Context: an optimization exercise on an open-source flow, tuned for small area. The choices shown serve that exercise and are no tape-out recipe. Only simulation tests tie the RTL to the original design; equivalence was not proved.

Setup of run A:
## FIR
module FIR(
    input rst,
    input clk,
    input en,
    input signed [15:0] din,
    output reg signed [15:0] dout
    );
For scale: about 1400 cells after synthesis, ~35 I/O pins.
Settings: LEC_CHECK=0, CAP_MARGIN=20, CORE_MARGIN=2, CORE_UTILIZATION=50, CTS_BUF_LIST=sky130_fd_sc_hd__clkbuf_4 sky130_fd_sc_hd__clkbuf_8, CTS_CLUSTER_DIAMETER=60, CTS_CLUSTER_SIZE=20, GPL_TIMING_DRIVEN=0, HOLD_SLACK_MARGIN=0, SLEW_MARGIN=20; clock period 12.0 ns.
standard.sh (not shown) runs the stock make flow with config.mk's settings and CLKGATE_MAP_FILE= SYNTH_SCRIPT=/design/flow/synth_recipe.tcl, a recipe that flattens the netlist after the stock synthesis.
==> flow/flow/run.sh <==
#!/bin/bash
# Standard ORFS layout with three changes:
#  - after the standard synthesis, flow/polarity.py re-chooses the polarity of
#    the full adders to drop inverters (same function, same registers);
#  - ports are buffered with buf_1 cells;
#  - clock tree synthesis adds no dummy loads (the clock-tree settings are
#    otherwise those of config.mk).
set -euo pipefail
R=orfs/results/$FLOW_PLATFORM/FIR/base
bash standard.sh synth > synth.log 2>&1
python3 flow/polarity.py $R/1_2_yosys.v > polarity.log 2>&1
CTS="-sink_clustering_enable -repair_clock_nets -sink_clustering_size 20 -sink_clustering_max_diameter 60 -buf_list {sky130_fd_sc_hd__clkbuf_4 sky130_fd_sc_hd__clkbuf_8} -dont_use_dummy_load"
bash standard.sh BUFFER_PORTS_ARGS="-buffer_cell sky130_fd_sc_hd__buf_1" CTS_ARGS="$CTS" finish > layout.log 2>&1
==> flow/flow/polarity.py <==
#!/usr/bin/env python3
"""Re-choose the polarity of full adders in a mapped netlist to remove inverters.

A full adder is self-dual: FA(~a, ~b, ~c) = ~FA(a, b, c) on both outputs.  The
synthesised netlist has inverters between full adders; this script removes every
inverter, picks for each sky130 fa cell whether it computes on true or on
complemented values, and adds back one inverter per signal that still has a load
needing the other polarity.  The function of the netlist is unchanged.
usage: polarity.py netlist.v  (rewritten in place)
"""
import re, sys, random

path = sys.argv[1]
text = open(path).read()
OUTS = {'X', 'Y', 'Q', 'Q_N', 'SUM', 'COUT', 'HI', 'LO'}
inst_re = re.compile(r'^(\s*)(sky130_fd_sc_hd__\w+)\s+(\S+)\s*\((.*?)\);\n', re.S | re.M)
pin_re = re.compile(r'\.(\w+)\(([^()]*)\)')

insts = []
for m in inst_re.finditer(text):
    pins = [(p, n.strip()) for p, n in pin_re.findall(m.group(4))]
    insts.append(dict(span=m.span(), indent=m.group(1), type=m.group(2), name=m.group(3), pins=pins))

def fmt(n):
    return n + ' ' if n.startswith('\\') else n

def is_inv(t):
    return re.match(r'sky130_fd_sc_hd__(clk)?inv_\d+$', t) is not None
def is_fa(t):
    return re.match(r'sky130_fd_sc_hd__fa_\d+$', t) is not None
def is_const(n):
    return re.match(r"^\d+'[bh][01]$", n) is not None

driver = {}
for i, c in enumerate(insts):
    for p, n in c['pins']:
        if p in OUTS:
            driver[n] = (i, p)

# nets used outside instances (assigns, ports) keep their inverters
other = text
for c in reversed(insts):
    other = other[:c['span'][0]] + other[c['span'][1]:]
assign_nets = set()
for m in re.finditer(r'assign\s+(.*?);', other, re.S):
    for tok in re.findall(r'\\\S+|[A-Za-z_][\w$]*(?:\[\d+\])?', m.group(1)):
        assign_nets.add(tok)
outports = set()
for m in re.finditer(r'^\s*output\s+(?:\[(\d+):(\d+)\]\s*)?(\S+)\s*;', other, re.M):
    if m.group(1):
        for k in range(int(m.group(2)), int(m.group(1)) + 1):
            outports.add(f'{m.group(3)}[{k}]')
    else:
        outports.add(m.group(3))

# removable inverters: output net not an assign/port net
removable = set()
for i, c in enumerate(insts):
    if is_inv(c['type']):
        y = dict(c['pins'])['Y']
        if y not in assign_nets and y not in outports:
            removable.add(i)

def root(n):
    par = 0
    seen = 0
    while n in driver and driver[n][0] in removable:
        a = dict(insts[driver[n][0]]['pins'])['A']
        n = a; par ^= 1; seen += 1
        if seen > 100: raise SystemExit('inverter loop')
    return n, par

fa_ids = [i for i, c in enumerate(insts) if is_fa(c['type'])]
fa_index = {i: k for k, i in enumerate(fa_ids)}
# loads: (inst, pin, source, parity)
loads = {}
for i, c in enumerate(insts):
    if i in removable:
        continue
    for p, n in c['pins']:
        if p in OUTS or n == '':
            continue
        s, par = root(n)
        loads.setdefault(s, []).append((i, p, par))
src_fa = {}
for s in loads:
    if s in driver and driver[s][0] in fa_index:
        src_fa[s] = driver[s][0]

def need(s, L, pol):
    pd = pol.get(src_fa.get(s), 0)
    return L[2] ^ pol.get(L[0], 0) ^ pd

def cost_of(s, pol):
    if is_const(s):
        return 0
    return 1 if any(need(s, L, pol) for L in loads[s]) else 0

touch = {}
for s, Ls in loads.items():
    ids = set(L[0] for L in Ls if L[0] in fa_index)
    if s in src_fa:
        ids.add(src_fa[s])
    for i in ids:
        touch.setdefault(i, []).append(s)

def total(pol):
    return sum(cost_of(s, pol) for s in loads)

best = None
rng = random.Random(1)
for trial in range(20):
    pol = {i: (rng.random() < 0.5 if trial else 0) for i in fa_ids}
    improved = True
    while improved:
        improved = False
        order = fa_ids[:]
        rng.shuffle(order)
        for i in order:
            before = sum(cost_of(s, pol) for s in touch.get(i, []))
            pol[i] ^= 1
            after = sum(cost_of(s, pol) for s in touch.get(i, []))
            if after < before:
                improved = True
            else:
                pol[i] ^= 1
    t = total(pol)
    if best is None or t < best[0]:
        best = (t, dict(pol))
ninv_before = sum(1 for i in removable)
pol = best[1]

# rewrite
newpins = {}
new_insts = []
new_wires = []
invnet = {}
k = 0
for s, Ls in loads.items():
    for L in Ls:
        i, p, par = L
        if need(s, L, pol):
            if is_const(s):
                net = s[:-1] + ('0' if s[-1] == '1' else '1')
            else:
                if s not in invnet:
                    k += 1
                    invnet[s] = f'polinv_n{k}'
                    new_wires.append(invnet[s])
                    new_insts.append(f'  sky130_fd_sc_hd__inv_1 polinv_{k} (\n    .A({fmt(s)}),\n    .Y({invnet[s]})\n  );\n')
                net = invnet[s]
        else:
            net = s
        newpins[(i, p)] = net

out = []
pos = 0
for i, c in enumerate(insts):
    a, b = c['span']
    out.append(text[pos:a])
    pos = b
    if i in removable:
        continue
    pins = []
    for p, n in c['pins']:
        n2 = newpins.get((i, p), n)
        pins.append(f'    .{p}({fmt(n2)})')
    out.append(f"{c['indent']}{c['type']} {c['name']} (\n" + ',\n'.join(pins) + '\n  );\n')
tail = text[pos:]
m = tail.rfind('endmodule')
out.append(tail[:m] + ''.join(new_insts) + tail[m:])
res = ''.join(out)
decl = ''.join(f'  wire {w};\n' for w in new_wires)
res = re.sub(r'(\n\s*(?:wire|input|output)\b)', '\n' + decl.rstrip('\n') + r'\1', res, count=1) if decl else res
open(path, 'w').write(res)
print(f'polarity: inverters {ninv_before} removed, {k} added; fa flipped {sum(pol.values())} of {len(fa_ids)}')
Modified inputs, run B compared to run A
# run A
export LEC_CHECK = 0
export CAP_MARGIN = 20
export CORE_MARGIN = 2
export CORE_UTILIZATION = 50
export CTS_BUF_LIST = sky130_fd_sc_hd__clkbuf_4 sky130_fd_sc_hd__clkbuf_8
export CTS_CLUSTER_DIAMETER = 60
export CTS_CLUSTER_SIZE = 20
export GPL_TIMING_DRIVEN = 0
export HOLD_SLACK_MARGIN = 0
export SLEW_MARGIN = 20
create_clock -name core_clock -period 12.0 [get_ports {clk}]
# run B
export LEC_CHECK = 0
export CAP_MARGIN = 20
export CORE_MARGIN = 2
export CORE_UTILIZATION = 50
export CTS_BUF_LIST = sky130_fd_sc_hd__clkbuf_4 sky130_fd_sc_hd__clkbuf_8
export CTS_CLUSTER_DIAMETER = 60
export CTS_CLUSTER_SIZE = 20
export HOLD_SLACK_MARGIN = 0
export SLEW_MARGIN = 20
create_clock -name core_clock -period 12.0 [get_ports {clk}]
==> flow/flow/run.sh <==
#!/bin/bash
# Standard ORFS layout with two changes:
#  - after the standard synthesis, flow/polarity.py re-chooses the polarity of
#    the full adders to drop inverters (same function, same registers);
#  - ports are buffered with buf_1 cells.
set -euo pipefail
R=orfs/results/$FLOW_PLATFORM/FIR/base
bash standard.sh synth > synth.log 2>&1
python3 flow/polarity.py $R/1_2_yosys.v > polarity.log 2>&1
bash standard.sh BUFFER_PORTS_ARGS="-buffer_cell sky130_fd_sc_hd__buf_1" finish > layout.log 2>&1
--- a/flow/flow/polarity.py
+++ b/flow/flow/polarity.py
@@ -23,3 +22,0 @@
-
-def fmt(n):
-    return n + ' ' if n.startswith('\\') else n
@@ -150 +147 @@
-                    new_insts.append(f'  sky130_fd_sc_hd__inv_1 polinv_{k} (\n    .A({fmt(s)}),\n    .Y({invnet[s]})\n  );\n')
+                    new_insts.append(f'  sky130_fd_sc_hd__inv_1 polinv_{k} (\n    .A({s}),\n    .Y({invnet[s]})\n  );\n')
@@ -167 +164 @@
-        pins.append(f'    .{p}({fmt(n2)})')
+        pins.append(f'    .{p}({n2})')
==> comparison <==
Run B did not finish; a tool error ended it in 1_synth.
Modified inputs, run C compared to run B
# run B
export LEC_CHECK = 0
export CAP_MARGIN = 20
export CORE_MARGIN = 2
export CORE_UTILIZATION = 50
export CTS_BUF_LIST = sky130_fd_sc_hd__clkbuf_4 sky130_fd_sc_hd__clkbuf_8
export CTS_CLUSTER_DIAMETER = 60
export CTS_CLUSTER_SIZE = 20
export HOLD_SLACK_MARGIN = 0
export SLEW_MARGIN = 20
create_clock -name core_clock -period 12.0 [get_ports {clk}]
# run C
export LEC_CHECK = 0
export CAP_MARGIN = 20
export CORE_MARGIN = 2
export CORE_UTILIZATION = 50
export CTS_BUF_LIST = sky130_fd_sc_hd__clkbuf_4
export CTS_CLUSTER_DIAMETER = 40
export CTS_CLUSTER_SIZE = 12
export HOLD_SLACK_MARGIN = 0
export SLEW_MARGIN = 20
create_clock -name core_clock -period 12.0 [get_ports {clk}]
--- a/flow/flow/polarity.py
+++ b/flow/flow/polarity.py
@@ -22,0 +23,3 @@
+
+def fmt(n):
+    return n + ' ' if n.startswith('\\') else n
@@ -147 +150 @@
-                    new_insts.append(f'  sky130_fd_sc_hd__inv_1 polinv_{k} (\n    .A({s}),\n    .Y({invnet[s]})\n  );\n')
+                    new_insts.append(f'  sky130_fd_sc_hd__inv_1 polinv_{k} (\n    .A({fmt(s)}),\n    .Y({invnet[s]})\n  );\n')
@@ -164 +167 @@
-        pins.append(f'    .{p}({n2})')
+        pins.append(f'    .{p}({fmt(n2)})')
Run C | status: complete | timing, DRC, antenna: pass.

re-timing with driven ports:
No port has a modelled driver above. Below, the same layouts with a new extraction and two added sets of constraints.
Step 1 (the two cells are an assumption about what drives the block):
set clk [get_ports {clk}]
set_driving_cell -lib_cell sky130_fd_sc_hd__clkbuf_16 $clk
set_driving_cell -lib_cell sky130_fd_sc_hd__buf_2 [delete_from_list [all_inputs] $clk]
Step 2 also shifts input and output timing later by t, the mid clock arrival at the registers, as if the neighbouring blocks saw the same clock.
Slacks: no drivers / after step 1 / after step 2; pairs: no drivers / after step 1.
| run | t, ns | setup slack, ns | worst data-port slew with drivers (ns) | cell pins on the clock port's net |
|---|---|---|---|---|
| run A | 0.614 | 0.532 / 0.532 / 0.532 | 0.03 | 1 |
| run C | 0.845 | 0.673 / 0.673 / 0.673 | 0.04 | 1 |
After both steps every run listed still meets setup and hold.
